Context: an optimization exercise on an open-source flow, tuned for small area and a short achievable clock period. The choices shown serve that exercise and are no tape-out recipe.
In this exercise RTL edits were held to simulation tests only and were not proved equivalent to the original.

## flow/design.v (module list and top-level ports; edited modules follow where they fit)
// module fa_pair: 38 lines
// module fa_one: 30 lines
// module pa_a8: 28 lines
// module pa_a23: 86 lines
// module pa_a24: 88 lines
// module pa_a25: 92 lines
// module stage1: 6 lines
// module fm707: 156 lines
// module fm707_add: 170 lines
// module fm707_x3: 92 lines
// module fm707s: 156 lines
// module fm707s_add: 96 lines
// module fm707s_x3: 54 lines
// module stage2: 32 lines
// module mux8to1: 27 lines
// module fft: 28 lines
module fft(rst,s,x0,x1,x2,x3,x4,x5,x6,x7,real_out,img_out,clk);
  // ...
==> flow/flow/run.sh <==
#!/bin/bash
# The standard layout (standard.sh) with these changes:
#  - synthesis: the standard flow's synthesis script (synth_recipe.tcl, unchanged) runs
#    with ABC's area mapper (flow/abc_amap.script) in place of ORFS's abc_area.script, and without Yosys's extract_fa, so ABC maps the adders too. Registers are mapped before either step, so they
#    are the standard synthesis's;
#  - the timing repair steps (floorplan, CTS, global route) aim for a setup
#    slack of SETUP_SLACK_MARGIN ns; the SDC and clock period are unchanged;
#  - every input and output port gets a buf_2 as its buffer.
# Tool output: standard.log here, and ORFS's logs under orfs/logs.
set -e
W=$PWD
cat > $W/synth_own.tcl <<EOT
proc extract_fa {args} { puts "extract_fa skipped" }
proc abc {args} {
  set i [lsearch -exact \$args -script]
  if {\$i >= 0 && "abc_amap.script" ne ""} { lset args [expr {\$i + 1}] $W/flow/abc_amap.script }
  yosys abc {*}\$args
}
source $W/synth_recipe.tcl
EOT
sed -e "s|SYNTH_SCRIPT=[^ ]*|SYNTH_SCRIPT=$W/synth_own.tcl|" standard.sh > standard_own.sh
export SETUP_SLACK_MARGIN=48
export BUFFER_PORTS_ARGS="-buffer_cell sky130_fd_sc_hd__buf_2"
bash standard_own.sh > standard.log 2>&1
==> flow/flow/abc_amap.script <==
strash
dch
amap
topo
stime -c
buffer -c
upsize -c
dnsize -c
==> flow/standard.sh <==
#!/bin/bash
# synth_recipe.tcl (not shown) runs the flow's synth.tcl, then flattens the netlist and writes it again
# the make line also repeats each setting of config.mk as NAME=value (left out here)
make -C /OpenROAD-flow-scripts/flow DESIGN_CONFIG=/design/flow/config.mk WORK_HOME=/design/flow/orfs CLKGATE_MAP_FILE= SYNTH_SCRIPT=/design/flow/synth_recipe.tcl "${@:-finish}"
==> flow/config.mk <==
export PLATFORM = sky130hd
export DESIGN_NAME = fft
export DESIGN_NICKNAME = fft
export VERILOG_FILES = /design/flow/design.v
export SDC_FILE = /design/flow/constraint.sdc
export NUM_CORES = 8
export LEC_CHECK = 0
export ABC_AREA = 1
export CAP_MARGIN = 20
export CORE_MARGIN = 2
export CORE_UTILIZATION = 40
export SLEW_MARGIN = 20
==> flow/constraint.sdc <==
create_clock -name core_clock -period 72.0 [get_ports {clk}]
set_input_delay 14.4000 -clock core_clock [delete_from_list [all_inputs] [get_ports {clk}]]
set_output_delay 14.4000 -clock core_clock [all_outputs]
set_load 0.01 [all_outputs]
==> flow_summary.yaml, run 1 <==
run_status:
  status: "finished with violations"
  so.violations: "max-capacitance violations, max-slew violations"
sta:
  finClkSkew_ns: 0.0216
  drv_slew: 4
  setup_slack_ns: 44.43
  timing.fmax_mhz: 36.3
  fin_tns_setup_ns: 0
yosys:
  yosys-top-cells-count: "1,836 x nor2_1, 1,021 x o22ai_1, 1,014 x a21oi_1"
  synthMuxAreaShare: 0
  seq_area_frac_synth: 0.132
  synth.net_count: 9656
  synth_top_family_by_area: "compound AO/OA/AOI/OAI gates"
  netlist.area_leader.share: 0.132
cells_and_area:
  drive_above_1_share: 0.413
  bufAreaShareNonClock: 0.225
  postLayoutCellArea_mm2: 0.0896
  final_cells: 13100
  fin_nets: 11500
  clkbuf_count: 49
critical_path:
  critical-path-top-delay-family: "compound AO/OA/AOI/OAI gates"
  crit_arrival_ns: 13.17
  cp-endpoint: "real_out[30]"
  cp-end-kind: "primary output"
placement:
  place_ws_ns: 42.14
  dpl.hpwl_um: 186000
die:
  dieArea_mm2: 0.140
  design.core.area_mm2: 0.136
  die_x_um: 374
grt:
  grt_use_met1: 0.453
  grt_first_pass_wirelength_um: 418000
job:
  maxCapViolations: 1
routing:
  routed-via-count: 87100
  route.detailed.drc: 0
  ant_nets: 0
  drtIter0Drc: 13500
clock_network:
  cts_setup_buffers: 1199
min_path:
  hold_path.class: "reg -> reg"
  worstHoldStart: "rst1$_DFF_P_"
==> inputs of run 2 (changes only) <==
--- a/flow/flow/run.sh
+++ b/flow/flow/run.sh
@@ -20,5 +20,5 @@
 EOT
 sed -e "s|SYNTH_SCRIPT=[^ ]*|SYNTH_SCRIPT=$W/synth_own.tcl|" standard.sh > standard_own.sh
-export SETUP_SLACK_MARGIN=48
+export SETUP_SLACK_MARGIN=46
 export BUFFER_PORTS_ARGS="-buffer_cell sky130_fd_sc_hd__buf_2"
 bash standard_own.sh > standard.log 2>&1
==> flow/flow/abc_amap.script (replaced) <==
strash
balance
rewrite
refactor
balance
rewrite
rewrite -z
balance
refactor -z
rewrite -z
balance
dch
amap
topo
stime -c
buffer -c
upsize -c
dnsize -c
==> flow_summary.yaml, run 2 <==
sta:
  post-route-period-util: 0.360
  fin_tns_setup_ns: 0
  timing_worst_slew_pin_value_ns: 1.19
  finClkSkew_ns: 0.0423
  setup_violations: 0
  drv_slew: 0
  slew_headroom: 0.200
  timing.fmax_mhz: 38.6
  finalHoldViolCount: 0
  grt_setup_unrepaired: "yes"
  fin_crit_ns: 25.94
routing:
  routed_wl_um: 233000
  vias_per_cell: 6.36
  routed-via-count: 71900
  ant_nets: 0
  route.detailed.drc: 0
  avgRoutedWirePerCell_um: 20.6
  drtIter0Drc: 8257
  dr.pass1.iters: 7
critical_path:
  critPathBufInv: 6
  slowest_delay_ns: 0.43
  cp-end-kind: "primary output"
  crit_arrival_ns: 11.54
  crit_slowest_cell: "or4_4"
  critPathRequiredTime_ns: 57.60
  cp_common_cell: "nand2_2"
  path_max_fanout: 11
  start_kind: "flop"
  path_class: "reg -> out"
  r2r_start: "qP2[63]$_DFF_P_"
  critical-path-top-delay-family: "simple AND/OR/NAND/NOR gates"
  crit_start: "qY[1]$_DFF_P_"
clock_network:
  ctsLongestPathBuffers: 3
  cts_tree: "yes"
  path_clk_slew_ns: 0.08
  cts_hold_buf: 0
  htreeDepth: 2
  cts-root-buf: "clkbuf_16"
  clkSinkCount: 362
  clock_latency_ns: 0.61
  numCtsBuffers: 40
grt:
  grt_pass1_vias: 59800
  gr-total-overflow: 0
  grt_max_degree: 68
  grt.total_usage: 0.309
  grt_first_pass_wirelength_um: 340000
  antenna_found_initial: 13
yosys:
  yosysMostFrequentCell: "nor2_1"
  syn_avg_cell_area_um2: 5.76
  syn_inst: 9227
  synth_top_area_cell: "o22ai_1"
  yosysWarnings: 5
  seq_area_frac_synth: 0.136
  synthesis.area_mm2: 0.0532
  ys_ff_latch: 362
  synth.net_count: 9488
  netlist.area_leader.share: 0.151
  synthTopCellsByArea: "o22ai_1 15%, dfxtp_1 14%, nor2_1 12%"
  synth-edff-count: 0
  synth-async-reset-ratio: 0
  yosys-top-cells-count: "1,713 x nor2_1, 1,286 x o22ai_1, 922 x nand2_1"
  synth_cell_types: 93
  synthFlopType: "dfxtp_1"
min_path:
  worstHoldStart: "rst1$_DFF_P_"
  hold_path.class: "reg -> reg"
placement:
  numPortBuffers: 324
  placed_cells: 10900
  place_congestion: 1.06
  dpl.hpwl_um: 180000
run_status:
  status: "finished clean"
die:
  die_h_um: 369
  io_pins: 325
  design.core.area_mm2: 0.132
  initial_core_util: 0.404
  std_cell_rows: 133
  die_x_um: 369
  dieArea_mm2: 0.136
cells_and_area:
  utilization: 0.478
  fin_nets: 9780
  final_cells: 11300
  syn2layout_area_growth_pct: 18.6
  drive_above_1_share: 0.174
  mostFrequentLayoutCells: "1,638 x nor2_1, 1,140 x o22ai_1, 856 x nand2_1"
  final_common_cell: "nor2_1"
job:
  maxCapViolations: 0
[run 2: changes by cell type after synthesis, sizes merged, moves of 33 or more]
| cell | delta |
|---|---|
| a211oi | -38 |
| a21o | +33 |
| a21oi | -120 |
| a22oi | -45 |
| inv | +122 |
| nand2 | -93 |
| nor2 | -144 |
| o221a | +62 |
| o221ai | +64 |
| o22a | -159 |
| o22ai | +261 |
[run 2: worst register-to-register path: cells and delay by family (launching register included)]
kind / cells / cell delay, ns
AND/OR/NAND/NOR: 31 / 5.08
flip-flops: 1 / 0.31
AO/OA/AOI/OAI: 46 / 11.22
buffers and inverters: 13 / 2.95
[run 2: final timing paths]
kind | end | slack, ns | depth (start not counted)
max | img_out[30] | 46.06 | 88
min | rst2$_DFF_P_ | 0.31 | 0
max reg2reg | qW[30]$_DFF_P_ | 52.29 | 90
min reg2reg | rst2$_DFF_P_ | 0.31 | 0
[run 2: stage by stage]
step | area, µm² | hold slack (ns) | setup slack, ns
after floorplan | 53200 | 0.310 | 46.80
after global routing | 63100 | 0.315 | 45.33
final | 63100 | 0.307 | 46.06
after CTS | 59000 | 0.310 | 45.79
after global placement | 56000 | 0.315 | 44.22
after detailed placement | 56000 | 0.314 | 44.01
[run 2: area by class of cell]
type / instances / area [µm²]
timing repair inverter: 25 / 153
sequential: 362 / 7280
clock buffer: 51 / 1060
antenna: 2 / 5.00
inverter: 927 / 3650
timing repair buffer: 700 / 5070
clock inverter: 23 / 293
tap: 1755 / 2200
fill: 13900 / 68700
multi-input combinational: 7463 / 43300
[run 2: layer usage]
metal / vias to the layer above / part of all wire / track usage
li1: 34700 / - / -
met1: 33000 / 0.43 / 0.425
met3: 626 / 0.087 / 0.0342
met2: 3546 / 0.43 / 0.486
met4: 14 / 0.053 / 0.135
met5: - / 0.00036 / 0
[run 2: kinds of logic (layout without fill, tap and decap cells)]
group                  count (synthesis)  count (layout)  share of synthesized area
AO/OA/AOI/OAI                       4280            4281                      0.514
flip-flops                           362             362                      0.136
other                                  0               2                          0
buffers and inverters               1413            1726                      0.101
AND/OR/NAND/NOR                     3172            3182                      0.249
[run 2: what timing repair did]
action	4_1_cts	5_1_grt
buffers inserted	86	159
pin swaps	77	230
setup endpoints to repair	176	364
gates resized for setup	206	618
gates cloned	19	44
==> inputs of run 3 (changes only) <==
--- a/flow/flow/run.sh
+++ b/flow/flow/run.sh
@@ -20,5 +20,5 @@
 EOT
 sed -e "s|SYNTH_SCRIPT=[^ ]*|SYNTH_SCRIPT=$W/synth_own.tcl|" standard.sh > standard_own.sh
-export SETUP_SLACK_MARGIN=46
+export SETUP_SLACK_MARGIN=42
 export BUFFER_PORTS_ARGS="-buffer_cell sky130_fd_sc_hd__buf_2"
 bash standard_own.sh > standard.log 2>&1
==> flow_summary.yaml, run 3 <==
run_status:
  status: "finished clean"
yosys:
  synthTopCellsByArea: "o22ai_1 15%, dfxtp_1 14%, nor2_1 12%"
  syn_inst: 9227
  seq_area_frac_synth: 0.136
  synth_top_area_cell: "o22ai_1"
  synthFlopType: "dfxtp_1"
  netlist.area_leader.share: 0.151
  synth_cell_types: 93
  syn_avg_cell_area_um2: 5.76
  synth-edff-count: 0
  yosysMostFrequentCell: "nor2_1"
  yosys-top-cells-count: "1,713 x nor2_1, 1,286 x o22ai_1, 922 x nand2_1"
  synth.net_count: 9488
  ys_ff_latch: 362
  synthesis.area_mm2: 0.0532
  synth-async-reset-ratio: 0
  yosysWarnings: 5
sta:
  timing.fmax_mhz: 35.3
  drv_slew: 0
  setup_slack_ns: 43.69
  setup_violations: 0
  post-route-period-util: 0.393
  finClkSkew_ns: 0.0359
  fin_crit_ns: 28.31
  grt_setup_unrepaired: "no"
  fin_tns_setup_ns: 0
  finalHoldViolCount: 0
  timing_worst_slew_pin_value_ns: 1.17
  slew_headroom: 0.216
die:
  die_h_um: 369
  initial_core_util: 0.404
  die_x_um: 369
  design.core.area_mm2: 0.132
  std_cell_rows: 133
  io_pins: 325
  dieArea_mm2: 0.136
placement:
  numPortBuffers: 324
  place_ws_ns: 44.01
  post_dp_cell_area_mm2: 0.0560
  place_congestion: 1.06
  dpl.hpwl_um: 180000
min_path:
  hold_path.class: "reg -> reg"
grt:
  grt_max_degree: 68
  grt_pass1_vias: 58600
  grt.total_usage: 0.304
  antenna_found_initial: 13
  gr-total-overflow: 0
  grt_first_pass_wirelength_um: 333000
clock_network:
  postCtsResizedCells: 0
  cts-root-buf: "clkbuf_16"
  cts_setup_buffers: 0
  clkSinkCount: 362
  numCtsBuffers: 40
  clock_latency_ns: 0.60
  ctsLongestPathBuffers: 3
  cts_tree: "yes"
  path_clk_slew_ns: 0.08
  cts_hold_buf: 0
  htreeDepth: 2
critical_path:
  critPathRequiredTime_ns: 57.60
  cp_common_cell: "nand2_1"
  critPathBufInv: 7
  cp-end-kind: "primary output"
  path_max_fanout: 38
  crit_slowest_cell: "or4_1"
  critical-path-top-delay-family: "compound AO/OA/AOI/OAI gates"
  path_class: "reg -> out"
  crit_arrival_ns: 13.91
  slowest_delay_ns: 0.61
  start_kind: "flop"
cells_and_area:
  postLayoutCellArea_mm2: 0.0574
  final_common_cell: "nor2_1"
  syn2layout_area_growth_pct: 7.96
  mostFrequentLayoutCells: "1,708 x nor2_1, 1,285 x o22ai_1, 919 x nand2_1"
  nFillCells: 14400
  drive_above_1_share: 0.0900
  fin_nets: 9473
routing:
  vias_per_cell: 6.25
  dr.pass1.iters: 8
  avgRoutedWirePerCell_um: 20.0
  route.detailed.drc: 0
  routed-via-count: 68700
  drtIter0Drc: 7408
  routed_wl_um: 220000
  ant_nets: 0
job:
  maxCapViolations: 0
-- run 3: cell counts after synthesis --
No cell type changed its count.
-- run 3: area by class of cell --
type                    count  area [µm²]  area share
multi-input cells        7452       40700       0.709
flip-flops and latches    362        7250       0.126
inverters                 927        3480      0.0607
repair buffers            429        2430      0.0424
well taps                1755        2200      0.0382
clock buffers              51        1060      0.0185
clock inverters            23         293     0.00510
diodes                      3        7.51    0.000131
-- run 3: worst paths after layout --
| check | to | start | cells after the start | slack [ns] |
|---|---|---|---|---|
| worst max-delay path | real_out[29] | qX[1]$_SDFF_PP0_ | 90 | 43.69 |
| worst min register to register | rst2$_DFF_P_ | rst1$_DFF_P_ | 0 | 0.31 |
| worst max register to register | qW[30]$_DFF_P_ | qP2[63]$_DFF_P_ | 89 | 51.22 |
| worst min-delay path | rst2$_DFF_P_ | rst1$_DFF_P_ | 0 | 0.31 |
-- run 3: through the flow --
stage	hold slack, ns	std cells	utilization
final	0.308	11000	0.436
after global routing	0.312	11000	0.436
after CTS	0.310	11000	0.435
after detailed placement	0.314	10900	0.425
after global placement	0.315	10900	0.425
after floorplan	0.310	9227	-
-- run 3: per-layer routing --
layer	vias up	track usage	part of all wire
met5	-	0	0.00037
met4	14	0.122	0.045
met3	423	0.0327	0.079
met2	2890	0.478	0.43
met1	31300	0.420	0.45
li1	34100	-	-
-- run 3: kinds of logic (layout without fill, tap and decap cells) --
logic type	after synthesis	in the layout	share of synthesized area
and+or+nand+nor	3172	3172	0.249
AOI/OAI and AO/OA	4280	4280	0.514
other	0	3	0
DFF	362	362	0.136
buffers and inverters	1413	1430	0.101
==> inputs of run 4 (changes only) <==
--- a/flow/flow/run.sh
+++ b/flow/flow/run.sh
@@ -20,5 +20,5 @@
 EOT
 sed -e "s|SYNTH_SCRIPT=[^ ]*|SYNTH_SCRIPT=$W/synth_own.tcl|" standard.sh > standard_own.sh
-export SETUP_SLACK_MARGIN=42
+export SETUP_SLACK_MARGIN=40
 export BUFFER_PORTS_ARGS="-buffer_cell sky130_fd_sc_hd__buf_2"
 bash standard_own.sh > standard.log 2>&1
==> flow_summary.yaml, run 4 <==
critical_path:
  slowest_delay_ns: 0.61
  cp-end-kind: "primary output"
  crit_arrival_ns: 13.91
  path_class: "reg -> out"
  crit_slowest_cell: "or4_1"
  reg2reg_depth: 89
  path_max_fanout: 38
  r2r-end: "qW[30]$_DFF_P_"
  r2r_setup_slack_ns: 51.22
  cp_common_cell: "nand2_1"
  start_kind: "flop"
  crit_start: "qX[1]$_SDFF_PP0_"
  r2r_start: "qP2[63]$_DFF_P_"
  critPathRequiredTime_ns: 57.60
  cp-endpoint: "real_out[29]"
clock_network:
  clkSinkCount: 362
  numCtsBuffers: 40
  path_clk_slew_ns: 0.08
  ctsLongestPathBuffers: 3
  cts_tree: "yes"
  htreeDepth: 2
  cts_setup_buffers: 0
  cts_hold_buf: 0
  postCtsResizedCells: 0
  cts-root-buf: "clkbuf_16"
  clock_latency_ns: 0.60
yosys:
  syn_inst: 9227
  synthesis.area_mm2: 0.0532
  yosys-top-cells-count: "1,713 x nor2_1, 1,286 x o22ai_1, 922 x nand2_1"
  yosysMostFrequentCell: "nor2_1"
  synth-edff-count: 0
  seq_area_frac_synth: 0.136
  synth_top_area_cell: "o22ai_1"
  synthTopCellsByArea: "o22ai_1 15%, dfxtp_1 14%, nor2_1 12%"
  syn_avg_cell_area_um2: 5.76
  synthFlopType: "dfxtp_1"
  synth.net_count: 9488
  netlist.area_leader.share: 0.151
  synth-async-reset-ratio: 0
  synth_cell_types: 93
  ys_ff_latch: 362
  yosysWarnings: 5
routing:
  routed-via-count: 68700
  vias_per_cell: 6.25
  drtIter0Drc: 7408
  routed_wl_um: 220000
  ant_nets: 0
  avgRoutedWirePerCell_um: 20.0
  route.detailed.drc: 0
  dr.pass1.iters: 8
die:
  initial_core_util: 0.404
  die_x_um: 369
  std_cell_rows: 133
  dieArea_mm2: 0.136
  die_h_um: 369
  io_pins: 325
  design.core.area_mm2: 0.132
cells_and_area:
  utilization: 0.436
  drive_above_1_share: 0.0900
  postLayoutCellArea_mm2: 0.0574
  nFillCells: 14400
  mostFrequentLayoutCells: "1,708 x nor2_1, 1,285 x o22ai_1, 919 x nand2_1"
  final_common_cell: "nor2_1"
  final_cells: 11000
  syn2layout_area_growth_pct: 7.96
  fin_nets: 9473
placement:
  post_dp_cell_area_mm2: 0.0560
  place_congestion: 1.06
  placed_cells: 10900
  dpl.hpwl_um: 180000
  numPortBuffers: 324
sta:
  timing_worst_slew_pin_value_ns: 1.17
  drv_slew: 0
  setup_violations: 0
  timing.fmax_mhz: 35.3
  slew_headroom: 0.216
  grt_setup_unrepaired: "no"
  finClkSkew_ns: 0.0359
  finalHoldViolCount: 0
  fin_tns_setup_ns: 0
  post-route-period-util: 0.393
  fin_crit_ns: 28.31
grt:
  grt_first_pass_wirelength_um: 333000
  antenna_found_initial: 13
  grt_pass1_vias: 58600
  grt_max_degree: 68
  grt.total_usage: 0.304
  gr-total-overflow: 0
min_path:
  worstHoldStart: "rst1$_DFF_P_"
  hold_path.class: "reg -> reg"
run_status:
  status: "finished clean"
job:
  maxCapViolations: 0
[run 4: worst min-delay path by stage]
stage | slack (ns) | end | cells after the start
2_1_floorplan | 0.31 | rst2$_DFF_P_ | 0
3_5_place_dp | 0.31 | rst2$_DFF_P_ | 0
3_3_place_gp | 0.31 | rst2$_DFF_P_ | 0
4_1_cts | 0.31 | rst2$_DFF_P_ | 0
6_report | 0.31 | rst2$_DFF_P_ | 0
5_1_grt | 0.31 | rst2$_DFF_P_ | 0
[run 4: metal layers]
metal  track usage  share of wire
met5             0        0.00037
met4         0.122          0.045
met3        0.0327          0.079
met2         0.478           0.43
met1         0.420           0.45
[run 4: kinds of logic after synthesis]
| kind of cell | count (synthesis) | share of synthesized area |
|---|---|---|
| AOI/OAI and AO/OA | 4280 | 0.514 |
| and+or+nand+nor | 3172 | 0.249 |
| buffers and inverters | 1413 | 0.101 |
| DFF | 362 | 0.136 |
[run 4: through the flow]
| stage | setup slack [ns] | hold WS (ns) |
|---|---|---|
| 2_1_floorplan | 46.80 | 0.310 |
| 3_3_place_gp | 44.22 | 0.315 |
| 3_5_place_dp | 44.01 | 0.314 |
| 4_1_cts | 43.94 | 0.310 |
| 5_1_grt | 42.15 | 0.312 |
| 6_report | 43.69 | 0.308 |
[run 4: area by class of cell]
class	instances	area, µm²	share of cell area
Multi-Input combinational cell	7452	40700	0.709
Sequential cell	362	7250	0.126
Inverter	927	3480	0.0607
Timing Repair Buffer	429	2430	0.0424
Tap cell	1755	2200	0.0382
Clock buffer	51	1060	0.0185
Clock inverter	23	293	0.00510
Antenna cell	3	7.51	0.000131
[run 4: critical path: cells and delay by family, from the launching register on]
family                 cells  cell delay, ns
AOI/OAI and AO/OA         31            5.60
buffers and inverters      7            1.89
DFF                        1            0.52
and+or+nand+nor           52            5.27
==> inputs of run 5 (changes only) <==
--- a/flow/flow/run.sh
+++ b/flow/flow/run.sh
@@ -20,5 +20,5 @@
 EOT
 sed -e "s|SYNTH_SCRIPT=[^ ]*|SYNTH_SCRIPT=$W/synth_own.tcl|" standard.sh > standard_own.sh
-export SETUP_SLACK_MARGIN=40
+export SETUP_SLACK_MARGIN=44
 export BUFFER_PORTS_ARGS="-buffer_cell sky130_fd_sc_hd__buf_2"
 bash standard_own.sh > standard.log 2>&1
--- a/flow/flow/abc_amap.script
+++ b/flow/flow/abc_amap.script
@@ -11,5 +11,5 @@
 balance
 dch
-amap
+amap -m -F 2 -A 8
 topo
 stime -c
==> flow_summary.yaml, run 5 <==
grt:
  grt_first_pass_wirelength_um: 339000
  antenna_found_initial: 2
  gr-total-overflow: 0
  grt.total_usage: 0.309
  grt_max_degree: 102
  grt_pass1_vias: 59500
placement:
  dpl.hpwl_um: 181000
  placed_cells: 10800
  place_ws_ns: 42.49
  place_congestion: 0.982
  numPortBuffers: 324
critical_path:
  slowest_delay_ns: 0.78
  r2r-end: "qX[29]$_DFF_P_"
  cp_common_cell: "nor2_1"
  crit_slowest_cell: "a2111oi_0"
  reg2reg_depth: 89
  crit_arrival_ns: 12.74
  critPathBufInv: 11
  critPathRequiredTime_ns: 57.60
  cp-end-kind: "primary output"
  r2r_start: "qP2[63]$_DFF_P_"
  start_kind: "flop"
  r2r_setup_slack_ns: 52.33
  critical-path-top-delay-family: "compound AO/OA/AOI/OAI gates"
  path_max_fanout: 26
  path_class: "reg -> out"
cells_and_area:
  utilization: 0.443
  mostFrequentLayoutCells: "1,706 x nor2_1, 1,297 x o22ai_1, 890 x o21ai_0"
  nFillCells: 14200
  drive_above_1_share: 0.0974
  seq_area_mm2: 0.00726
  fin_nets: 9413
  final_cells: 10900
  syn2layout_area_growth_pct: 9.90
  final_common_cell: "nor2_1"
  multi_input_area_mm2: 0.0410
routing:
  routed_wl_um: 225000
  dr.pass1.iters: 9
  avgRoutedWirePerCell_um: 20.5
  ant_nets: 0
  vias_per_cell: 6.28
  drtIter0Drc: 7673
  routed-via-count: 68800
  route.detailed.drc: 0
die:
  die_x_um: 368
  dieArea_mm2: 0.135
  design.core.area_mm2: 0.131
  std_cell_rows: 133
  initial_core_util: 0.403
  die_h_um: 368
  io_pins: 325
yosys:
  synthTopCellsByArea: "o22ai_1 16%, dfxtp_1 14%, nor2_1 12%"
  synthAdderAreaFrac: 0
  synth_top_family_by_area: "compound AO/OA/AOI/OAI gates"
  synth.net_count: 9379
  synth_cell_types: 100
  synthesis.area_mm2: 0.0530
  syn_inst: 9118
  synth-async-reset-ratio: 0
  yosys.area_share.xor_xnor: 0.000331
  synthMuxAreaShare: 0
  yosysMostFrequentCell: "nor2_1"
  yosysWarnings: 5
  synth-simple-area-share: 0.230
  yosys-top-cells-count: "1,730 x nor2_1, 1,324 x o22ai_1, 910 x o21ai_0"
  seq_area_frac_synth: 0.137
  synth_top_area_cell: "o22ai_1"
  synthFlopType: "dfxtp_1"
  netlist.area_leader.share: 0.156
  synth_compound_area_frac: 0.533
  syn_avg_cell_area_um2: 5.81
  synth-edff-count: 0
  ys_ff_latch: 362
sta:
  finClkSkew_ns: 0.0261
  post-route-period-util: 0.377
  slew_headroom: 0.197
  grt_setup_unrepaired: "yes"
  timing_worst_slew_pin_value_ns: 1.19
  hold_slack_ns: 0.339
  fin_crit_ns: 27.14
  finalHoldViolCount: 0
  setup_slack_ns: 44.86
  timing.fmax_mhz: 36.8
  drv_slew: 0
  fin_tns_setup_ns: 0
  setup_violations: 0
clock_network:
  clkSinkCount: 362
  cts-root-buf: "clkbuf_16"
  clock_latency_ns: 0.59
  cts_tree: "yes"
  path_clk_slew_ns: 0.07
  htreeDepth: 2
  ctsLongestPathBuffers: 3
  numCtsBuffers: 42
min_path:
  worstHoldStart: "rst1$_DFF_P_"
  holdPathEnd: "rst2$_DFF_P_"
  hold_path_depth: 0
  hold_path.class: "reg -> reg"
job:
  maxCapViolations: 0
run_status:
  status: "finished clean"
run 5: logic make-up after synthesis:
group | count (synthesis)
and+or+nand+nor | 2945
DFF | 362
buffers and inverters | 1381
AOI/OAI and AO/OA | 4428
xor gates and xnor gates | 2
run 5: area by class of cell:
cell class / instances / area share
Timing Repair Buffer: 471 / 0.0496
Sequential cell: 362 / 0.125
Antenna cell: 4 / 0.000172
Inverter: 897 / 0.0590
Multi-Input combinational cell: 7375 / 0.704
Timing Repair inverter: 3 / 0.000344
Tap cell: 1755 / 0.0377
Clock inverter: 27 / 0.00453
Clock buffer: 51 / 0.0202
run 5: routing by layer:
layer / up-vias / GRT usage / share of wire
li1: 34100 / - / -
met1: 31600 / 0.416 / 0.44
met2: 2617 / 0.504 / 0.44
met3: 409 / 0.0311 / 0.068
met4: 2 / 0.123 / 0.045
met5: - / 0 / 0.000089
run 5: worst max-delay path by stage:
stage | from | endpoint | depth (start not counted) | slack, ns
finish | qW[24]$_DFF_P_ | img_out[16] | 81 | 44.86
global placement | qW[24]$_DFF_P_ | img_out[30] | 87 | 42.50
floorplan | qW[24]$_DFF_P_ | img_out[30] | 86 | 45.89
global route | qW[24]$_DFF_P_ | img_out[30] | 86 | 43.86
detailed placement | qW[24]$_DFF_P_ | img_out[30] | 87 | 42.49
CTS | qW[24]$_DFF_P_ | img_out[30] | 86 | 44.00
run 5: repair_timing:
action,4_1_cts,5_1_grt
hold endpoints to repair,0,0
setup endpoints to repair,35,67
resized for setup,26,131
cloned,2,8
setup buffers,4,18
hold buffers,0,0
pin swaps,2,27
run 5: metrics by stage:
step                cell area [µm²]
detailed placement            55900
floorplan                     53000
global placement              55900
global route                  58200
CTS                           57500
finish                        58200
==> inputs of run 6 (changes only) <==
==> flow/flow/abc_amap.script (replaced) <==
strash
balance
rewrite
refactor
balance
rewrite
rewrite -z
balance
refactor -z
rewrite -z
balance
dch
amap
==> flow_summary.yaml, run 6 <==
run_status:
  status: "finished clean"
yosys:
  synth_cell_types: 57
  synth-edff-count: 0
  yosys-top-cells-count: "1,722 x nor2_1, 1,303 x o22ai_1, 927 x clkinv_1"
  synthesis.area_mm2: 0.0508
  netlist.area_leader.share: 0.161
  syn_inst: 8741
  yosysMostFrequentCell: "nor2_1"
  ys_ff_latch: 362
  synth-async-reset-ratio: 0
  synthFlopType: "dfxtp_1"
  synth_top_area_cell: "o22ai_1"
  syn_avg_cell_area_um2: 5.81
  synthTopCellsByArea: "o22ai_1 16%, dfxtp_1 14%, nor2_1 13%"
  synth.net_count: 9002
  yosysWarnings: 5
  seq_area_frac_synth: 0.143
clock_network:
  cts-root-buf: "clkbuf_16"
  ctsLongestPathBuffers: 3
  path_clk_slew_ns: 0.06
  cts_hold_buf: 0
  htreeDepth: 2
  clkSinkCount: 362
  numCtsBuffers: 41
  clock_latency_ns: 0.62
  cts_tree: "yes"
grt:
  gr-total-overflow: 0
  grt_first_pass_wirelength_um: 340000
  grt.total_usage: 0.325
  antenna_found_initial: 4
  grt_max_degree: 68
  grt_pass1_vias: 58900
sta:
  finClkSkew_ns: 0.0399
  timing.fmax_mhz: 36.9
  setup_violations: 0
  drv_slew: 0
  hold_slack_ns: 0.327
  timing_worst_slew_pin_value_ns: 1.22
  post-route-period-util: 0.376
  grt_setup_unrepaired: "yes"
  setup_slack_ns: 44.92
  slew_headroom: 0.180
  finalHoldViolCount: 0
  fin_crit_ns: 27.08
  fin_tns_setup_ns: 0
placement:
  numPortBuffers: 324
  place_congestion: 1.05
  place_ws_ns: 43.71
  dpl.hpwl_um: 183000
die:
  std_cell_rows: 130
  initial_core_util: 0.404
  die_x_um: 360
  die_h_um: 360
  design.core.area_mm2: 0.126
  io_pins: 325
  dieArea_mm2: 0.130
cells_and_area:
  nFillCells: 13600
  fin_nets: 9529
  final_common_cell: "nor2_1"
  drive_above_1_share: 0.0733
  antennaDiodeCount: 0
  syn2layout_area_growth_pct: 13.7
  utilization: 0.459
  mostFrequentLayoutCells: "1,711 x nor2_1, 1,289 x o22ai_1, 912 x nand2_1"
routing:
  routed-via-count: 69500
  vias_per_cell: 6.35
  drtIter0Drc: 8377
  avgRoutedWirePerCell_um: 20.7
  ant_nets: 0
  route.detailed.drc: 0
  routed_wl_um: 227000
  dr.pass1.iters: 10
critical_path:
  start_kind: "primary input"
  cp-end-kind: "flop"
  cp_common_cell: "nor2_1"
  crit_slowest_cell: "a211oi_1"
  slowest_delay_ns: 0.84
  critPathRequiredTime_ns: 72.46
  path_class: "in -> reg"
  crit_arrival_ns: 27.54
  path_max_fanout: 59
min_path:
  hold_path.class: "reg -> reg"
job:
  maxCapViolations: 0
==> run 6: changes by cell type after synthesis, sizes merged, moves of 69 or more <==
cell | before | now
clkinv | 19 | 927
inv | 878 | 0
clkbuf | 402 | 0
nand2 | 739 | 923
o21ai | 1030 | 886
buf | 82 | 0
a31oi | 48 | 117
==> run 6: worst max-delay path, delay by kind of cell <==
family	cells	cell delay (ns)
AOI/OAI and AO/OA	28	7.74
and+or+nand+nor	17	3.55
buffers and inverters	7	1.70
==> run 6: cell families (layout without fill, tap and decap cells) <==
family / Yosys count / in the layout / synth area share
compound gates: 4280 / 4280 / 0.532
simple gates: 3172 / 3174 / 0.257
buf+inv: 927 / 1484 / 0.0686
flops: 362 / 362 / 0.143
==> run 6: layout make-up <==
class                      instances  area [µm²]  share of cell area
clock buffer                      50        1120              0.0194
clock inverter                    25         240             0.00416
inverter                         927        3580              0.0621
multi-input combinational       7454       40600               0.703
sequential                       362        7250               0.126
tap                             1650        2060              0.0358
timing repair buffer             473        2830              0.0491
timing repair inverter             9        45.0            0.000781
==> run 6: path summary, 6_finish.rpt <==
check                    to  slack (ns)  depth (start not counted)            start
max          qX[30]$_DFF_P_       44.92                         52             s[0]
min            rst2$_DFF_P_        0.33                          0     rst1$_DFF_P_
max reg2reg  qX[30]$_DFF_P_       48.63                         93  qP2[63]$_DFF_P_
min reg2reg    rst2$_DFF_P_        0.33                          0     rst1$_DFF_P_
==> run 6: through the flow <==
step | area, µm² | instances
2_1_floorplan | 50800 | 8741
3_3_place_gp | 55500 | 10800
3_5_place_dp | 55500 | 10800
4_1_cts | 56900 | 10900
5_1_grt | 57700 | 11000
6_report | 57700 | 11000
==> run 6: repair_timing <==
action	4_1_cts	5_1_grt
cloned	1	12
pin swaps	1	8
buffers inserted	0	23
endpoints found under the setup margin	5	237
resized for setup	6	148
==> run 6: routing by layer <==
layer | up-vias | wire length, µm | GRT usage
met3 | 460 | 19100 | 0.0375
met1 | 31500 | 101000 | 0.458
met2 | 3173 | 95700 | 0.498
met4 | 6 | 11200 | 0.138
met5 | - | 44 | 0
li1 | 34400 | - | -
==> inputs of run 7 (changes only) <==
--- a/flow/flow/run.sh
+++ b/flow/flow/run.sh
@@ -20,5 +20,5 @@
 EOT
 sed -e "s|SYNTH_SCRIPT=[^ ]*|SYNTH_SCRIPT=$W/synth_own.tcl|" standard.sh > standard_own.sh
-export SETUP_SLACK_MARGIN=44
+export SETUP_SLACK_MARGIN=45
 export BUFFER_PORTS_ARGS="-buffer_cell sky130_fd_sc_hd__buf_2"
 bash standard_own.sh > standard.log 2>&1
--- a/flow/flow/abc_amap.script
+++ b/flow/flow/abc_amap.script
@@ -12,2 +12,7 @@
 dch
 amap
+topo
+stime -c
+buffer -c
+upsize -c
+dnsize -c
==> flow_summary.yaml, run 7 <==
run_status:
  status: "finished clean"
sta:
  setup_violations: 0
  timing_worst_slew_pin_value_ns: 1.23
  post-route-period-util: 0.365
  slew_headroom: 0.177
  drv_slew: 0
  timing.fmax_mhz: 38.1
  finClkSkew_ns: 0.0414
  fin_tns_setup_ns: 0
  grt_setup_unrepaired: "yes"
  setup_slack_ns: 45.73
  finalHoldViolCount: 0
  fin_crit_ns: 26.27
die:
  io_pins: 325
  die_x_um: 369
  dieArea_mm2: 0.136
  design.core.area_mm2: 0.132
  std_cell_rows: 133
  initial_core_util: 0.404
  die_h_um: 369
routing:
  drtIter0Drc: 7793
  ant_nets: 0
  vias_per_cell: 6.29
  avgRoutedWirePerCell_um: 20.2
  routed-via-count: 70000
  dr.pass1.iters: 8
  routed_wl_um: 225000
  route.detailed.drc: 0
placement:
  place_congestion: 1.06
  numPortBuffers: 324
  placed_cells: 10900
  dpl.hpwl_um: 180000
  place_ws_ns: 44.01
clock_network:
  cts_hold_buf: 0
  ctsLongestPathBuffers: 3
  numCtsBuffers: 40
  path_clk_slew_ns: 0.08
  cts-root-buf: "clkbuf_16"
  htreeDepth: 2
  clock_latency_ns: 0.61
  clkSinkCount: 362
  cts_tree: "yes"
grt:
  grt_first_pass_wirelength_um: 334000
  antenna_found_initial: 13
  grt_max_degree: 68
  grt_pass1_vias: 58800
  gr-total-overflow: 0
  grt.total_usage: 0.304
cells_and_area:
  mostFrequentLayoutCells: "1,687 x nor2_1, 1,238 x o22ai_1, 896 x nand2_1"
  fin_nets: 9604
  utilization: 0.453
  drive_above_1_share: 0.124
  final_cells: 11100
  final_common_cell: "nor2_1"
  syn2layout_area_growth_pct: 12.2
yosys:
  synthesis.area_mm2: 0.0532
  ys_ff_latch: 362
  synth-edff-count: 0
  yosysMostFrequentCell: "nor2_1"
  synth_top_area_cell: "o22ai_1"
  synth-async-reset-ratio: 0
  syn_inst: 9227
  synthFlopType: "dfxtp_1"
  yosysWarnings: 5
  synth_cell_types: 93
  yosys-top-cells-count: "1,713 x nor2_1, 1,286 x o22ai_1, 922 x nand2_1"
  seq_area_frac_synth: 0.136
  syn_avg_cell_area_um2: 5.76
  synth.net_count: 9488
  netlist.area_leader.share: 0.151
  synthTopCellsByArea: "o22ai_1 15%, dfxtp_1 14%, nor2_1 12%"
min_path:
  hold_path.class: "reg -> reg"
critical_path:
  cp-end-kind: "primary output"
  path_max_fanout: 27
  critPathRequiredTime_ns: 57.60
  critical-path-top-delay-family: "compound AO/OA/AOI/OAI gates"
  path_class: "reg -> out"
  slowest_delay_ns: 0.86
  cp_common_cell: "nand2_1"
  crit_slowest_cell: "a2111oi_0"
  crit_arrival_ns: 11.87
  critPathBufInv: 6
  start_kind: "flop"
job:
  maxCapViolations: 0
[run 7: cell families (layout without fill, tap and decap cells)]
logic type / count (synthesis) / count (layout) / synth area share
compound gates: 4280 / 4280 / 0.514
buf+inv: 1413 / 1555 / 0.101
flops: 362 / 362 / 0.136
other cells: 0 / 3 / 0
simple gates: 3172 / 3178 / 0.249
[run 7: cell type report]
type,instances,area (µm²)
diodes,3,7.51
repair inverters,14,72.6
fillers,14200,72100
flip-flops and latches,362,7260
inverters,927,3570
well taps,1755,2200
clock buffers,51,1060
multi-input cells,7458,41700
repair buffers,540,3540
clock inverters,23,293
[run 7: through the flow]
stage | hold WS, ns | instance area [µm²]
2_1_floorplan | 0.310 | 53200
5_1_grt | 0.313 | 59700
3_3_place_gp | 0.315 | 56000
6_report | 0.305 | 59700
4_1_cts | 0.310 | 57500
3_5_place_dp | 0.314 | 56000
[run 7: timing repair]
item	CTS	global route
endpoints found under the setup margin	18	277
buffers inserted	3	95
gates resized for setup	41	282
pin swaps	2	88
cloned	4	29
[run 7: final timing paths]
check                                      from             end  slack, ns  cells after the start
worst max-delay path              qY[1]$_DFF_P_     img_out[16]      45.73                     79
worst min-delay path               rst1$_DFF_P_    rst2$_DFF_P_       0.30                      0
worst max register to register  qP2[63]$_DFF_P_  qX[30]$_DFF_P_      51.73                     86
worst min register to register     rst1$_DFF_P_    rst2$_DFF_P_       0.30                      0
[run 7: layer usage]
layer  track usage  up-vias  part of all wire
met1         0.421    32000              0.44
met3        0.0328      487             0.084
li1              -    34400                 -
met5             0        -           0.00036
met4         0.124       14             0.047
met2         0.478     3191              0.43
==> inputs of run 8 (changes only) <==
--- a/flow/flow/run.sh
+++ b/flow/flow/run.sh
@@ -20,5 +20,5 @@
 EOT
 sed -e "s|SYNTH_SCRIPT=[^ ]*|SYNTH_SCRIPT=$W/synth_own.tcl|" standard.sh > standard_own.sh
-export SETUP_SLACK_MARGIN=45
+export SETUP_SLACK_MARGIN=43
 export BUFFER_PORTS_ARGS="-buffer_cell sky130_fd_sc_hd__buf_2"
 bash standard_own.sh > standard.log 2>&1
==> flow_summary.yaml, run 8 <==
run_status:
  status: "finished clean"
critical_path:
  cp-end-kind: "primary output"
  path_class: "reg -> out"
  crit_slowest_cell: "or4_1"
  path_max_fanout: 56
  critical-path-top-delay-family: "compound AO/OA/AOI/OAI gates"
  crit_arrival_ns: 13.31
  r2r_start: "qP2[63]$_DFF_P_"
  start_kind: "flop"
  critPathRequiredTime_ns: 57.60
  slowest_delay_ns: 0.61
  crit_start: "qX[2]$_SDFF_PP0_"
  cp_common_cell: "nand2_1"
  critPathBufInv: 6
cells_and_area:
  drive_above_1_share: 0.0926
  final_common_cell: "nor2_1"
  utilization: 0.437
  mostFrequentLayoutCells: "1,708 x nor2_1, 1,283 x o22ai_1, 916 x nand2_1"
  final_cells: 11000
  fin_nets: 9483
  syn2layout_area_growth_pct: 8.27
clock_network:
  clock_latency_ns: 0.61
  clkSinkCount: 362
  ctsLongestPathBuffers: 3
  numCtsBuffers: 40
  path_clk_slew_ns: 0.08
  cts_tree: "yes"
  cts-root-buf: "clkbuf_16"
  htreeDepth: 2
  cts_hold_buf: 0
routing:
  avgRoutedWirePerCell_um: 20.0
  ant_nets: 0
  dr.pass1.iters: 8
  highest_layer: "met5"
  route.detailed.drc: 0
  vias_per_cell: 6.25
  dr_wl_met3_um: 17900
  m1WireLength_um: 98300
  route.met2.wl_um: 94900
  drtIter0Drc: 7674
  routed-via-count: 68800
  routed_wl_um: 221000
placement:
  placed_cells: 10900
  dpl.hpwl_um: 180000
  numPortBuffers: 324
  place_congestion: 1.06
yosys:
  synth_top_area_cell: "o22ai_1"
  yosys-top-cells-count: "1,713 x nor2_1, 1,286 x o22ai_1, 922 x nand2_1"
  yosysMostFrequentCell: "nor2_1"
  synth-edff-count: 0
  synthesis.area_mm2: 0.0532
  netlist.area_leader.share: 0.151
  syn_avg_cell_area_um2: 5.76
  seq_area_frac_synth: 0.136
  yosysWarnings: 5
  synthTopCellsByArea: "o22ai_1 15%, dfxtp_1 14%, nor2_1 12%"
  synthFlopType: "dfxtp_1"
  synth-async-reset-ratio: 0
  ys_ff_latch: 362
  syn_inst: 9227
  synth.net_count: 9488
  synth_cell_types: 93
sta:
  timing.fmax_mhz: 36.1
  fin_crit_ns: 27.71
  finClkSkew_ns: 0.0382
  post-route-period-util: 0.385
  finalHoldViolCount: 0
  fin_tns_setup_ns: 0
  slew_headroom: 0.167
  drv_slew: 0
  timing_worst_slew_pin_value_ns: 1.24
  grt_setup_unrepaired: "no"
  setup_violations: 0
grt:
  antenna_found_initial: 13
  gr-total-overflow: 0
  grt_pass1_vias: 58600
  grt.total_usage: 0.304
  grt_first_pass_wirelength_um: 333000
  grt_max_degree: 68
min_path:
  worstHoldStart: "rst1$_DFF_P_"
  hold_path.class: "reg -> reg"
die:
  dieArea_mm2: 0.136
  std_cell_rows: 133
  io_pins: 325
  die_h_um: 369
  initial_core_util: 0.404
  die_x_um: 369
  design.core.area_mm2: 0.132
job:
  maxCapViolations: 0
[run 8: cell counts after synthesis]
Identical to the previous run, type by type.
[run 8: through the flow]
| stage | worst slack [ns] | area, µm² | hold slack [ns] |
|---|---|---|---|
| after floorplan | 46.80 | 53200 | 0.310 |
| after global placement | 44.22 | 56000 | 0.315 |
| after detailed placement | 44.01 | 56000 | 0.314 |
| after CTS | 43.94 | 57300 | 0.310 |
| after global routing | 42.97 | 57600 | 0.312 |
| final | 44.29 | 57600 | 0.308 |
[run 8: repair_timing]
item,4_1_cts,5_1_grt
setup endpoints to repair,0,12
setup buffers,0,8
gates resized for setup,0,29
[run 8: area by class of cell]
cell class              count  area (µm²)
diodes                      3        7.51
clock buffers              51        1060
clock inverters            23         293
fillers                 14400       74200
inverters                 927        3500
multi-input cells        7452       40700
flip-flops and latches    362        7250
well taps                1755        2200
repair buffers            437        2520
repair inverters            2        10.0
[run 8: routing by layer]
metal | up-vias | global-route usage
li1 | 34100 | -
met1 | 31300 | 0.420
met2 | 2967 | 0.478
met3 | 413 | 0.0327
met4 | 14 | 0.122
met5 | - | 0
[run 8: worst reg2reg max path: cells and delay by family (launching register included)]
family | cells | cell delay (ns)
AO/OA/AOI/OAI | 45 | 10.33
flip-flops | 1 | 0.31
buffers and inverters | 12 | 3.49
AND/OR/NAND/NOR | 32 | 6.60
[run 8: kinds of logic (layout without fill, tap and decap cells)]
family | after synthesis | after routing | synth area share
AOI/OAI and AO/OA | 4280 | 4280 | 0.514
and+or+nand+nor | 3172 | 3172 | 0.249
DFF | 362 | 362 | 0.136
other | 0 | 3 | 0
buffers and inverters | 1413 | 1440 | 0.101
[run 8: final timing paths]
kind                         end  slack [ns]  cells past startpoint
setup reg to reg  qW[30]$_DFF_P_       51.10                     89
hold reg to reg     rst2$_DFF_P_        0.31                      0
hold / removal      rst2$_DFF_P_        0.31                      0
setup / recovery    real_out[30]       44.29                     83
==> inputs of run 9 (changes only) <==
--- a/flow/flow/run.sh
+++ b/flow/flow/run.sh
@@ -20,5 +20,5 @@
 EOT
 sed -e "s|SYNTH_SCRIPT=[^ ]*|SYNTH_SCRIPT=$W/synth_own.tcl|" standard.sh > standard_own.sh
-export SETUP_SLACK_MARGIN=43
+export SETUP_SLACK_MARGIN=44
 export BUFFER_PORTS_ARGS="-buffer_cell sky130_fd_sc_hd__buf_2"
 bash standard_own.sh > standard.log 2>&1
--- a/flow/config.mk
+++ b/flow/config.mk
@@ -9,4 +9,5 @@
 export CAP_MARGIN = 20
 export CORE_MARGIN = 2
-export CORE_UTILIZATION = 40
+export CORE_UTILIZATION = 65
+export PLACE_DENSITY = 0.8
 export SLEW_MARGIN = 20
==> flow_summary.yaml, run 9 <==
die:
  initial_core_util: 0.658
  die_h_um: 290
  die_x_um: 290
  std_cell_rows: 104
  design.core.area_mm2: 0.0808
  io_pins: 325
  dieArea_mm2: 0.0841
critical_path:
  start_kind: "flop"
  crit_start: "qW[24]$_DFF_P_"
  critPathBufInv: 8
  slowest_delay_ns: 0.56
  path_class: "reg -> out"
  r2r-end: "qX[30]$_DFF_P_"
  critical-path-top-delay-family: "simple AND/OR/NAND/NOR gates"
  critPathRequiredTime_ns: 57.60
  reg2reg_depth: 86
  path_max_fanout: 26
  r2r_setup_slack_ns: 50.72
  cp-end-kind: "primary output"
  crit_arrival_ns: 12.82
  crit_slowest_cell: "o31ai_1"
  r2r_start: "qP2[63]$_DFF_P_"
  cp_common_cell: "nand2_1"
  cp-endpoint: "real_out[28]"
  crit_cells: 84
yosys:
  synth-edff-count: 0
  synth-async-reset-ratio: 0
  yosysWarnings: 5
  synth.net_count: 9488
  seq_area_frac_synth: 0.136
  synthTopCellsByArea: "o22ai_1 15%, dfxtp_1 14%, nor2_1 12%"
  synthFlopType: "dfxtp_1"
  syn_inst: 9227
  yosysMostFrequentCell: "nor2_1"
  netlist.area_leader.share: 0.151
  synth_cell_types: 93
  synthesis.area_mm2: 0.0532
  synth_top_area_cell: "o22ai_1"
  ys_ff_latch: 362
  syn_avg_cell_area_um2: 5.76
  yosys-top-cells-count: "1,713 x nor2_1, 1,286 x o22ai_1, 922 x nand2_1"
sta:
  drv_slew: 0
  timing_worst_slew_pin_value_ns: 1.20
  setup_violations: 0
  timing.fmax_mhz: 36.7
  post-route-period-util: 0.378
  fin_tns_setup_ns: 0
  finalHoldViolCount: 0
  fin_crit_ns: 27.22
  slew_headroom: 0.190
  finClkSkew_ns: 0.0335
  grt_setup_unrepaired: "no"
grt:
  gr-total-overflow: 0
  grt_pass1_vias: 60900
  grt.total_usage: 0.466
  antenna_found_initial: 8
  grt_first_pass_wirelength_um: 322000
  grt_max_degree: 83
routing:
  avgRoutedWirePerCell_um: 20.7
  route.detailed.drc: 0
  dr.pass1.iters: 10
  drtIter0Drc: 11800
  ant_nets: 0
  vias_per_cell: 7.03
  routed_wl_um: 214000
  routed-via-count: 72700
cells_and_area:
  final_common_cell: "nor2_1"
  syn2layout_area_growth_pct: 7.88
  mostFrequentLayoutCells: "1,703 x nor2_1, 1,266 x o22ai_1, 912 x nand2_1"
  fin_nets: 9511
  nFillCells: 7169
  drive_above_1_share: 0.102
  postLayoutCellArea_mm2: 0.0574
  seq_area_mm2: 0.00725
  multi_input_area_mm2: 0.0411
clock_network:
  cts-root-buf: "clkbuf_16"
  clkSinkCount: 362
  htreeDepth: 2
  path_clk_slew_ns: 0.07
  ctsLongestPathBuffers: 3
  cts_hold_buf: 0
  cts_tree: "yes"
  clock_latency_ns: 0.61
  numCtsBuffers: 41
job:
  maxCapViolations: 0
placement:
  dpl.hpwl_um: 167000
  place_congestion: 1.12
  numPortBuffers: 324
  post_dp_cell_area_mm2: 0.0551
run_status:
  status: "finished clean"
min_path:
  hold_path.class: "reg -> reg"
==> run 9: cell count changes in the layout (fill, tap and decap cells not counted), sizes merged, moves of 2 or more <==
cell	change
inv	-5
clkbuf	+6
clkinv	-2
clkinvlp	+12
buf	+16
diode	+2
==> run 9: final cells by class <==
class / count / area share
Clock buffer: 53 / 0.0197
Multi-Input combinational cell: 7453 / 0.716
Tap cell: 1060 / 0.0231
Sequential cell: 362 / 0.126
Timing Repair Buffer: 457 / 0.0486
Antenna cell: 5 / 0.000218
Clock inverter: 21 / 0.00406
Timing Repair inverter: 8 / 0.000785
Inverter: 927 / 0.0614
==> run 9: kinds of logic after synthesis <==
logic type / count (synthesis) / synth area share
AOI/OAI and AO/OA: 4280 / 0.514
buffers and inverters: 1413 / 0.101
DFF: 362 / 0.136
and+or+nand+nor: 3172 / 0.249
==> run 9: worst register-to-register path: cells and delay by family, from the launching register on <==
kind / cells / cell delay [ns]
AO/OA/AOI/OAI: 46 / 12.44
buffers and inverters: 13 / 3.16
flip-flops: 1 / 0.31
AND/OR/NAND/NOR: 27 / 5.24
==> run 9: metal layers <==
layer  track usage  vias to the layer above  share of wire
met5       0.00964                        -        0.00066
met3         0.127                      953           0.15
met1         0.611                    32300           0.38
met4         0.259                       10          0.066
li1              -                    34200              -
met2         0.690                     5349           0.40
==> run 9: timing repair <==
action,in CTS,in global routing
setup endpoints to repair,9,98
pin swaps,0,22
gates resized for setup,12,119
setup buffers,1,27
cloned,1,13
==> run 9: worst min-delay path by stage <==
stage / endpoint / start / cells after the start / slack (ns)
after global placement: rst2$_DFF_P_ / rst1$_DFF_P_ / 0 / 0.31
after global routing: rst2$_DFF_P_ / rst1$_DFF_P_ / 0 / 0.33
after CTS: rst2$_DFF_P_ / rst1$_DFF_P_ / 0 / 0.32
after floorplan: rst2$_DFF_P_ / rst1$_DFF_P_ / 0 / 0.31
after detailed placement: rst2$_DFF_P_ / rst1$_DFF_P_ / 0 / 0.31
final: rst2$_DFF_P_ / rst1$_DFF_P_ / 0 / 0.32
==> run 9: through the flow <==
| stage | instances | utilization | hold slack (ns) | setup slack (ns) |
|---|---|---|---|---|
| CTS | 10300 | 0.699 | 0.319 | 43.99 |
| global route | 10300 | 0.710 | 0.326 | 43.85 |
| floorplan | 9227 | - | 0.310 | 46.80 |
| finish | 10300 | 0.710 | 0.317 | 44.78 |
| detailed placement | 10200 | 0.682 | 0.313 | 43.37 |
| global placement | 10200 | 0.682 | 0.311 | 44.02 |
==> inputs of run 10 (changes only) <==
--- a/flow/flow/run.sh
+++ b/flow/flow/run.sh
@@ -20,5 +20,5 @@
 EOT
 sed -e "s|SYNTH_SCRIPT=[^ ]*|SYNTH_SCRIPT=$W/synth_own.tcl|" standard.sh > standard_own.sh
-export SETUP_SLACK_MARGIN=44
+export SETUP_SLACK_MARGIN=45
 export BUFFER_PORTS_ARGS="-buffer_cell sky130_fd_sc_hd__buf_2"
 bash standard_own.sh > standard.log 2>&1
==> flow_summary.yaml, run 10 <==
die:
  die_h_um: 290
  design.core.area_mm2: 0.0808
  dieArea_mm2: 0.0841
  io_pins: 325
  die_x_um: 290
  initial_core_util: 0.658
  std_cell_rows: 104
sta:
  fin_crit_ns: 26.92
  setup_violations: 0
  finalHoldViolCount: 0
  timing.fmax_mhz: 37.1
  fin_tns_setup_ns: 0
  slew_headroom: 0.163
  drv_slew: 0
  timing_worst_slew_pin_value_ns: 1.25
  grt_setup_unrepaired: "no"
  post-route-period-util: 0.374
  finClkSkew_ns: 0.0338
critical_path:
  r2r_start: "qP2[63]$_DFF_P_"
  cp-end-kind: "primary output"
  critical-path-top-delay-family: "compound AO/OA/AOI/OAI gates"
  critPathRequiredTime_ns: 57.60
  crit_start: "qW[1]$_DFF_P_"
  start_kind: "flop"
  crit_arrival_ns: 12.52
  critPathBufInv: 6
  path_max_fanout: 11
  crit_slowest_cell: "or4_4"
  path_class: "reg -> out"
  cp_common_cell: "nand2_2"
  slowest_delay_ns: 0.55
yosys:
  synthFlopType: "dfxtp_1"
  synth_top_area_cell: "o22ai_1"
  synth.net_count: 9488
  yosysMostFrequentCell: "nor2_1"
  synth-edff-count: 0
  syn_avg_cell_area_um2: 5.76
  netlist.area_leader.share: 0.151
  synthesis.area_mm2: 0.0532
  ys_ff_latch: 362
  synthTopCellsByArea: "o22ai_1 15%, dfxtp_1 14%, nor2_1 12%"
  yosysWarnings: 5
  synth_cell_types: 93
  synth-async-reset-ratio: 0
  syn_inst: 9227
  seq_area_frac_synth: 0.136
  yosys-top-cells-count: "1,713 x nor2_1, 1,286 x o22ai_1, 922 x nand2_1"
clock_network:
  ctsLongestPathBuffers: 3
  clkSinkCount: 362
  numCtsBuffers: 41
  cts_tree: "yes"
  cts-root-buf: "clkbuf_16"
  path_clk_slew_ns: 0.07
  clock_latency_ns: 0.61
  htreeDepth: 2
placement:
  post_dp_cell_area_mm2: 0.0551
  numPortBuffers: 324
  place_congestion: 1.12
  placed_cells: 10200
  dpl.hpwl_um: 167000
routing:
  ant_nets: 0
  dr.pass1.iters: 12
  route.detailed.drc: 0
  vias_per_cell: 7.11
  drtIter0Drc: 12500
  routed_wl_um: 221000
  avgRoutedWirePerCell_um: 21.1
  routed-via-count: 74200
cells_and_area:
  mostFrequentLayoutCells: "1,684 x nor2_1, 1,232 x o22ai_1, 880 x nand2_1"
  seq_area_mm2: 0.00726
  postLayoutCellArea_mm2: 0.0591
  syn2layout_area_growth_pct: 11.1
  utilization: 0.731
  fin_nets: 9596
  nFillCells: 6919
  drive_above_1_share: 0.128
  multi_input_area_mm2: 0.0419
  final_cells: 10400
  final_common_cell: "nor2_1"
job:
  maxCapViolations: 0
min_path:
  hold_path.class: "reg -> reg"
  worstHoldStart: "rst1$_DFF_P_"
grt:
  grt_pass1_vias: 61100
  antenna_found_initial: 11
  grt_max_degree: 83
  grt.total_usage: 0.468
  grt_first_pass_wirelength_um: 324000
  gr-total-overflow: 0
run_status:
  status: "finished clean"
run 10: timing repair:
item	4_1_cts	5_1_grt
resized for setup	69	328
endpoints found under the setup margin	63	235
buffers inserted	7	84
hold buffers	0	0
gates cloned	4	33
pin swaps	7	117
run 10: worst register-to-register path, delay by kind of cell (launching register included):
| kind | cells | cell delay [ns] |
|---|---|---|
| AO/OA/AOI/OAI | 47 | 12.36 |
| AND/OR/NAND/NOR | 29 | 4.77 |
| buffers and inverters | 14 | 3.35 |
| flip-flops | 1 | 0.31 |
run 10: per-stage QoR:
stage | hold slack (ns) | worst slack [ns]
after floorplan | 0.310 | 46.80
after global placement | 0.311 | 44.02
after detailed placement | 0.313 | 43.37
after CTS | 0.319 | 44.95
after global routing | 0.325 | 44.43
final | 0.314 | 45.08
run 10: kinds of logic (layout without fill, tap and decap cells):
logic type / Yosys count / in the layout / share of synthesized area
compound gates: 4280 / 4280 / 0.514
simple gates: 3172 / 3177 / 0.249
buf+inv: 1413 / 1547 / 0.101
flops: 362 / 362 / 0.136
other cells: 0 / 5 / 0
run 10: layout make-up:
cell class,instances,share of cell area
Inverter,927,0.0605
Timing Repair inverter,18,0.00165
Antenna cell,5,0.000212
Timing Repair Buffer,528,0.0600
Clock inverter,21,0.00394
Clock buffer,53,0.0191
Multi-Input combinational cell,7457,0.709
Tap cell,1060,0.0224
Sequential cell,362,0.123
run 10: routing by layer:
layer | wire length [µm] | vias to the layer above | global-route usage | share of wire
met1 | 82000 | 32900 | 0.614 | 0.37
met2 | 89400 | 5819 | 0.697 | 0.41
met3 | 33900 | 1158 | 0.121 | 0.15
li1 | - | 34300 | - | -
met5 | 184 | - | 0.0164 | 0.00083
met4 | 15100 | 9 | 0.254 | 0.068
run 10: path summary, 6_finish.rpt:
| path | to | slack, ns | depth (start not counted) |
|---|---|---|---|
| max | img_out[29] | 45.08 | 87 |
| min | rst2$_DFF_P_ | 0.31 | 0 |
| max reg2reg | qX[30]$_DFF_P_ | 51.08 | 90 |
| min reg2reg | rst2$_DFF_P_ | 0.31 | 0 |

[port drivers added, routing unchanged]
No port has a modelled driver above. Below, the same layouts with a new extraction and two added sets of constraints. Step 1, drivers: a clkbuf_16 drives clk and a buf_2 each remaining input, both assumed. Step 2 moves the port delays by t, midway between the first and last clock arrival at a register: inputs arrive t later, outputs are due t later. That takes back most of the time a late clock gives input paths. Slacks: no drivers / after step 1 / after step 2; pairs: no drivers / after step 1.
run	t, ns	slack for setup (ns)	worst setup path after step 2	clock arrival spread, ns
run 1	0.655	44.429 / 44.360 / 44.469	input to register	0.027 / 0.027
run 2	0.661	46.064 / 45.990 / 46.088	input to register	0.046 / 0.047
run 3	0.657	43.686 / 43.613 / 43.593	input to register	0.038 / 0.038
run 4	0.657	43.686 / 43.613 / 43.593	input to register	0.038 / 0.038
run 5	0.652	44.855 / 44.787 / 44.998	input to register	0.037 / 0.036
run 6	0.674	44.923 / 44.828 / 44.153	input to register	0.041 / 0.041
run 7	0.664	45.732 / 45.658 / 45.378	input to register	0.045 / 0.046
run 8	0.661	44.289 / 44.215 / 44.414	input to register	0.041 / 0.040
run 9	0.663	44.781 / 44.708 / 44.505	input to register	0.035 / 0.035
run 10	0.664	45.080 / 45.006 / 45.035	input to register	0.038 / 0.038
For run 6, which loses most, drivers alone change the setup slack by -0.095 ns; drivers and shift together by -0.770 ns.
